Source: an optimization exercise on an open RTL-to-GDS flow (aim: small area, a short achievable clock period and few clock cycles per item). Production flows keep margins and buffers that such runs may drop.
Where RTL was checked, it was by simulation tests only, not by an equivalence proof against the original.
Power is estimated from default activity; no workload was simulated.

run B:
==> flow/design.v (excerpt) <==
module fft4 #(
    parameter int WIDTH = 32
)(
    input logic clk,
    input logic rst,
    input logic start,
    output logic done,
    input logic signed [WIDTH-1:0] in0,
    input logic signed [WIDTH-1:0] in1,
    input logic signed [WIDTH-1:0] in2,
    input logic signed [WIDTH-1:0] in3,
    output logic signed [WIDTH-1:0] out0,
    output logic signed [WIDTH-1:0] out1,
    output logic signed [WIDTH-1:0] out2,
    output logic signed [WIDTH-1:0] out3
);
==> flow/config.mk <==
export PLATFORM = sky130hd
export DESIGN_NAME = fft4
export DESIGN_NICKNAME = fft4
export VERILOG_FILES = /design/flow/design.v
export SDC_FILE = /design/flow/constraint.sdc
export NUM_CORES = 4
export LEC_CHECK = 0
export ABC_AREA = 1
export CAP_MARGIN = 20
export CORE_MARGIN = 2
export CORE_UTILIZATION = 60
export GPL_ROUTABILITY_DRIVEN = 0
export GPL_TIMING_DRIVEN = 1
export SETUP_SLACK_MARGIN = 3
export SLEW_MARGIN = 20
export SYNTH_HIERARCHICAL = 1
export SYNTH_MINIMUM_KEEP_SIZE = 0
==> flow/constraint.sdc <==
create_clock -name core_clock -period 10.0 [get_ports {clk}]
set_input_delay 2.0000 -clock core_clock [delete_from_list [all_inputs] [get_ports {clk}]]
set_output_delay 2.0000 -clock core_clock [all_outputs]
set_load 0.01 [all_outputs]
standard.sh (not shown) runs the stock make flow with config.mk's settings and CLKGATE_MAP_FILE= SYNTH_SCRIPT=/design/flow/synth_recipe.tcl, a recipe that flattens the netlist after the stock synthesis.
==> flow/flow/run.sh <==
#!/bin/bash
# Standard layout (the standard.sh, standard synthesis), with the port
# buffers made of sky130 buf_1 cells instead of the default pick (a delay
# buffer). Every port still gets its own buffer. make's full output goes to
# standard.log; ORFS keeps each step's log under orfs/logs.
set -euo pipefail
export BUFFER_PORTS_ARGS="-buffer_cell sky130_fd_sc_hd__buf_1"
bash standard.sh > standard.log 2>&1
Run B finished all stages; the layout is clean.
The following lists how run G was set up differently from run B:
# run B
export LEC_CHECK = 0
export ABC_AREA = 1
export CAP_MARGIN = 20
export CORE_MARGIN = 2
export CORE_UTILIZATION = 60
export GPL_ROUTABILITY_DRIVEN = 0
export GPL_TIMING_DRIVEN = 1
export SETUP_SLACK_MARGIN = 3
export SLEW_MARGIN = 20
export SYNTH_HIERARCHICAL = 1
export SYNTH_MINIMUM_KEEP_SIZE = 0
create_clock -name core_clock -period 10.0 [get_ports {clk}]
# run G
export LEC_CHECK = 0
export ABC_AREA = 1
export CAP_MARGIN = 20
export CORE_MARGIN = 2
export CORE_UTILIZATION = 60
export GPL_ROUTABILITY_DRIVEN = 0
export GPL_TIMING_DRIVEN = 1
export SETUP_SLACK_MARGIN = 5
export SLEW_MARGIN = 20
export SYNTH_HIERARCHICAL = 1
export SYNTH_MINIMUM_KEEP_SIZE = 0
create_clock -name core_clock -period 10.0 [get_ports {clk}]
--- outcome ---
Run G has completed all stages; timing, DRC and antenna checks passed.
Run B: done, clean on timing, DRC and antenna
From run B to run G, die area did not move at all.
Max freq run B -> run G: improved
Side by side, utilization turned out higher in run G than in run B.
Maximum fanout along the worst path in run G vs run B: down 4
In the route summary, run G ends up with a via count exceeding that of run B.
Run G vs run B: transition time at the pin with the least slew margin down
Higher final period demand of the worst path goes to run B over run G.
| worst-case hold slack | run G vs run B | ≈ equal |
Looking only at total power, and setting everything else aside, the higher value of run B and run G goes to run G.
Run G: worst-case setup margin in the final layout higher than run B
No run of this note included a check of the RTL's function; only the layout flow was run.

========
fft4, a different RTL version from the one above (not shown whole).
For scale: about 2,300 cells after synthesis.
## fft4
module fft4 #(
    parameter int WIDTH = 32
)(
    input logic clk,
    input logic rst,
    input logic start,
    output logic done,
    input logic signed [WIDTH-1:0] in0,
    input logic signed [WIDTH-1:0] in1,
    input logic signed [WIDTH-1:0] in2,
    input logic signed [WIDTH-1:0] in3,
    output logic signed [WIDTH-1:0] out0,
    output logic signed [WIDTH-1:0] out1,
    output logic signed [WIDTH-1:0] out2,
    output logic signed [WIDTH-1:0] out3
);
Settings: LEC_CHECK=0, ABC_AREA=1, CAP_MARGIN=20, CORE_MARGIN=2, CORE_UTILIZATION=60, CTS_BUF_LIST=sky130_fd_sc_hd__clkbuf_4 sky130_fd_sc_hd__clkbuf_8, GPL_ROUTABILITY_DRIVEN=0, GPL_TIMING_DRIVEN=1, SETUP_SLACK_MARGIN=5, SLEW_MARGIN=20, SYNTH_HIERARCHICAL=1, SYNTH_MINIMUM_KEEP_SIZE=0; clock period 10.0 ns.
Scripts as last shown in full above: flow/flow/run.sh
Testbench counts at the start, summed over its fixed seeds: cycles 1,600, items 1,600.
Edit:
- CORE_UTILIZATION: 60 -> 55
Die area came out higher by 8.9%; register-to-register slack hardly moves; synthesized area does not change; core utilization came out lower by 4.6 points; non-clock buffer count came out higher by 1.

========
The RTL this note starts from:
==> flow/design.v <==
module zero_prefix (
    input  logic [15:0] b,
    output logic [14:0] z
);
    always_comb begin
        logic [13:0] t;
        t = ~b[13:0];
        for (int l = 0; l < 4; l++)
            for (int i = 13; i >= 0; i--)
                if ((i >> l) & 1) t[i] = t[i] & t[((i >> l) << l) - 1];
        z = {t, 1'b1};
    end
endmodule
module w0_flags (
    input  logic [1:0] top,    
    input  logic       z14,
    output logic       dn,
    output logic       up
);
    assign dn = ~top[1] &  top[0] & ~z14;
    assign up =  top[1] & (~top[0] | z14);
endmodule
module w0_pre (
    input  logic [15:0] b,
    output logic [15:0] bm,
    output logic        up
);
    logic [14:0] z;
    logic        dn;
    zero_prefix u_z (.b(b), .z(z));
    w0_flags    u_f (.top(b[15:14]), .z14(z[14]), .dn(dn), .up(up));
    assign bm = {b[15:14], b[13:0] ^ ({14{dn}} & z[13:0])};
endmodule
module add16 (
    input  logic [15:0] a,
    input  logic [15:0] b,
    input  logic        ci,
    output logic [15:0] s
);
    localparam int STYLE = 2;
    generate
        if (STYLE == 0) begin : g_plain
            logic [16:0] t;
            assign t = {a, 1'b1} + {b, ci};
            assign s = t[16:1];
        end else begin : g_prefix
            logic [15:0] p, g, G, P;
            always_comb begin
                p = a ^ b;
                g = a & b;
                G = g; P = p;
                if (STYLE == 2) begin
                    for (int l = 0; l < 4; l++)
                        for (int i = 15; i >= 0; i--)
                            if ((i >> l) & 1) begin
                                G[i] = G[i] | (P[i] & G[((i >> l) << l) - 1]);
                                P[i] = P[i] & P[((i >> l) << l) - 1];
                            end
                end else if (STYLE == 3) begin
                    for (int l = 0; l < 4; l++)
                        for (int i = 15; i >= 0; i--)
                            if (i >= (1 << l)) begin
                                G[i] = G[i] | (P[i] & G[i - (1 << l)]);
                                P[i] = P[i] & P[i - (1 << l)];
                            end
                end else begin
                    for (int l = 0; l < 4; l++)
                        for (int i = 0; i < 16; i++)
                            if ((i % (2 << l)) == (2 << l) - 1) begin
                                G[i] = G[i] | (P[i] & G[i - (1 << l)]);
                                P[i] = P[i] & P[i - (1 << l)];
                            end
                    for (int l = 2; l >= 0; l--)
                        for (int i = 0; i < 16; i++)
                            if ((i % (2 << l)) == (1 << l) - 1 && i >= (2 << l)) begin
                                G[i] = G[i] | (P[i] & G[i - (1 << l)]);
                                P[i] = P[i] & P[i - (1 << l)];
                            end
                end
            end
            assign s = p ^ ({G[14:0], 1'b0} | ({P[14:0], 1'b1} & {16{ci}}));
        end
    endgenerate
endmodule
module butterfly (
    input  logic [15:0] a,
    input  logic [15:0] bm,
    input  logic        up,
    output logic [15:0] out0,
    output logic [15:0] out1
);
    add16 u_add (.a(a), .b(bm),  .ci(up),  .s(out0));
    add16 u_sub (.a(a), .b(~bm), .ci(~up), .s(out1));
endmodule
module fft4 #(
    parameter int WIDTH = 32
)(
    input logic clk,
    input logic rst,
    input logic start,
    output logic done,
    input logic signed [WIDTH-1:0] in0,
    input logic signed [WIDTH-1:0] in1,
    input logic signed [WIDTH-1:0] in2,
    input logic signed [WIDTH-1:0] in3,
    output logic signed [WIDTH-1:0] out0,
    output logic signed [WIDTH-1:0] out1,
    output logic signed [WIDTH-1:0] out2,
    output logic signed [WIDTH-1:0] out3
);
    logic [15:0] b2r, b2i, b3r, b3i;
    logic        u2r, u2i, u3r, u3i;
    w0_pre p2r (.b(in2[31:16]), .bm(b2r), .up(u2r));
    w0_pre p2i (.b(in2[15:0]),  .bm(b2i), .up(u2i));
    w0_pre p3r (.b(in3[31:16]), .bm(b3r), .up(u3r));
    w0_pre p3i (.b(in3[15:0]),  .bm(b3i), .up(u3i));
    logic [15:0] e0r_d, e0i_d, e1r_d, e1i_d, o0r_d, o0i_d, o1r_d, o1i_d;
    butterfly bf_er (.a(in0[31:16]), .bm(b2r), .up(u2r), .out0(e0r_d), .out1(e1r_d));
    butterfly bf_ei (.a(in0[15:0]),  .bm(b2i), .up(u2i), .out0(e0i_d), .out1(e1i_d));
    butterfly bf_or (.a(in1[31:16]), .bm(b3r), .up(u3r), .out0(o0r_d), .out1(o1r_d));
    butterfly bf_oi (.a(in1[15:0]),  .bm(b3i), .up(u3i), .out0(o0i_d), .out1(o1i_d));
    logic dn0r_d, up0r_d, dn0i_d, up0i_d;
    w0_flags f0r (.top(o0r_d[15:14]), .z14(~|o0r_d[13:0]), .dn(dn0r_d), .up(up0r_d));
    w0_flags f0i (.top(o0i_d[15:14]), .z14(~|o0i_d[13:0]), .dn(dn0i_d), .up(up0i_d));
    logic [15:0] e0r, e0i, e1r, e1i, o0r, o0i, o1r, o1i;
    logic        dn0r, up0r, dn0i, up0i;
    always_ff @(posedge clk) begin
        if (start) begin
            e0r <= e0r_d; e0i <= e0i_d;
            e1r <= e1r_d; e1i <= e1i_d;
            o0r <= o0r_d; o0i <= o0i_d;
            o1r <= o1r_d; o1i <= o1i_d;
            dn0r <= dn0r_d; up0r <= up0r_d;
            dn0i <= dn0i_d; up0i <= up0i_d;
        end
    end
    always_ff @(posedge clk or posedge rst) begin
        if (rst) done <= 1'b0;
        else if (start) done <= 1'b1;
    end
    logic [14:0] z0r, z0i;
    logic [15:0] m0r, m0i;
    zero_prefix zp0r (.b(o0r), .z(z0r));
    zero_prefix zp0i (.b(o0i), .z(z0i));
    assign m0r = {o0r[15:14], o0r[13:0] ^ ({14{dn0r}} & z0r[13:0])};
    assign m0i = {o0i[15:14], o0i[13:0] ^ ({14{dn0i}} & z0i[13:0])};
    butterfly bf_0r (.a(e0r), .bm(m0r), .up(up0r), .out0(out0[31:16]), .out1(out2[31:16]));
    butterfly bf_0i (.a(e0i), .bm(m0i), .up(up0i), .out0(out0[15:0]),  .out1(out2[15:0]));
    add16 a1r (.a(e1r), .b(o1i),  .ci(1'b0), .s(out1[31:16]));
    add16 a3r (.a(e1r), .b(~o1i), .ci(1'b1), .s(out3[31:16]));
    add16 a1i (.a(e1i), .b(~o1r), .ci(1'b1), .s(out1[15:0]));
    add16 a3i (.a(e1i), .b(o1r),  .ci(1'b0), .s(out3[15:0]));
endmodule
clock: 10.0 ns
lec_check: 0
abc_area: 1
cap_margin: 20
core_margin: 2
core_utilization: 40
setup_slack_margin: 3
slew_margin: 20
Scripts as last shown in full above: flow/flow/run.sh
Rerun with:
- ABC_AREA: 1 -> not set
Effect: Global-route usage drops by 0.89 points. Routed wire length drops by 17%. Combinational power drops by about 2%. Register-to-register slack barely changes. Power climbs by 1.7%.
Rerun with:
- SETUP_SLACK_MARGIN: 3 -> 4
What happened: The changed run passed the timing, design-rule and antenna checks; core utilization grows by 2.7 points; die area does not change; routed wire length rose by 2.9%; clock power stays flat; area after synthesis stays the same.
Function was not checked in any run of this note: the RTL went through the layout flow alone.

## static timing again, ports no longer ideal
The flow's constraints put no driver on any port. The routed layouts listed below were extracted and timed again, unchanged, in two steps.
Step 1, drivers: a clkbuf_16 drives clk and a buf_2 each remaining input, both assumed.
Step 2 adds t to the input delays and takes it off the output delays; t is the mean of the earliest and latest rising clock arrival at the registers after step 1. Input paths then give back, and output paths get back, about the clock's delay inside the block.
Three values: no drivers, after step 1, after step 2; two values: the first two.
run	shift t [ns]	setup WS [ns]	worst setup path after step 2	clock arrival spread, ns	slew at the worst register clock pin (ns)
run B	0.474	4.959 / 4.909 / 4.682	input to register	0.011 / 0.011	0.06 / 0.06
run G	0.477	5.170 / 5.121 / 4.785	input to register	0.009 / 0.009	0.06 / 0.06
the first run of note 2	0.516	5.309 / 5.262 / 4.896	input to register	0.021 / 0.021	0.10 / 0.10
the second run of note 2	0.494	5.260 / 5.258 / 4.772	input to register	0.022 / 0.022	0.09 / 0.09
the first run of note 3	0.477	4.137 / 4.084 / 4.212	input to register	0.011 / 0.011	0.07 / 0.07
the second run of note 3	0.474	3.514 / 3.461 / 3.175	input to register	0.015 / 0.015	0.07 / 0.07
the third run of note 3	0.475	3.964 / 3.911 / 3.752	input to register	0.012 / 0.012	0.07 / 0.07
After both steps every run listed still meets setup and hold. The setup slack of the second run of note 2, which loses most, moves by -0.002 ns with the drivers and by -0.488 ns with both steps.
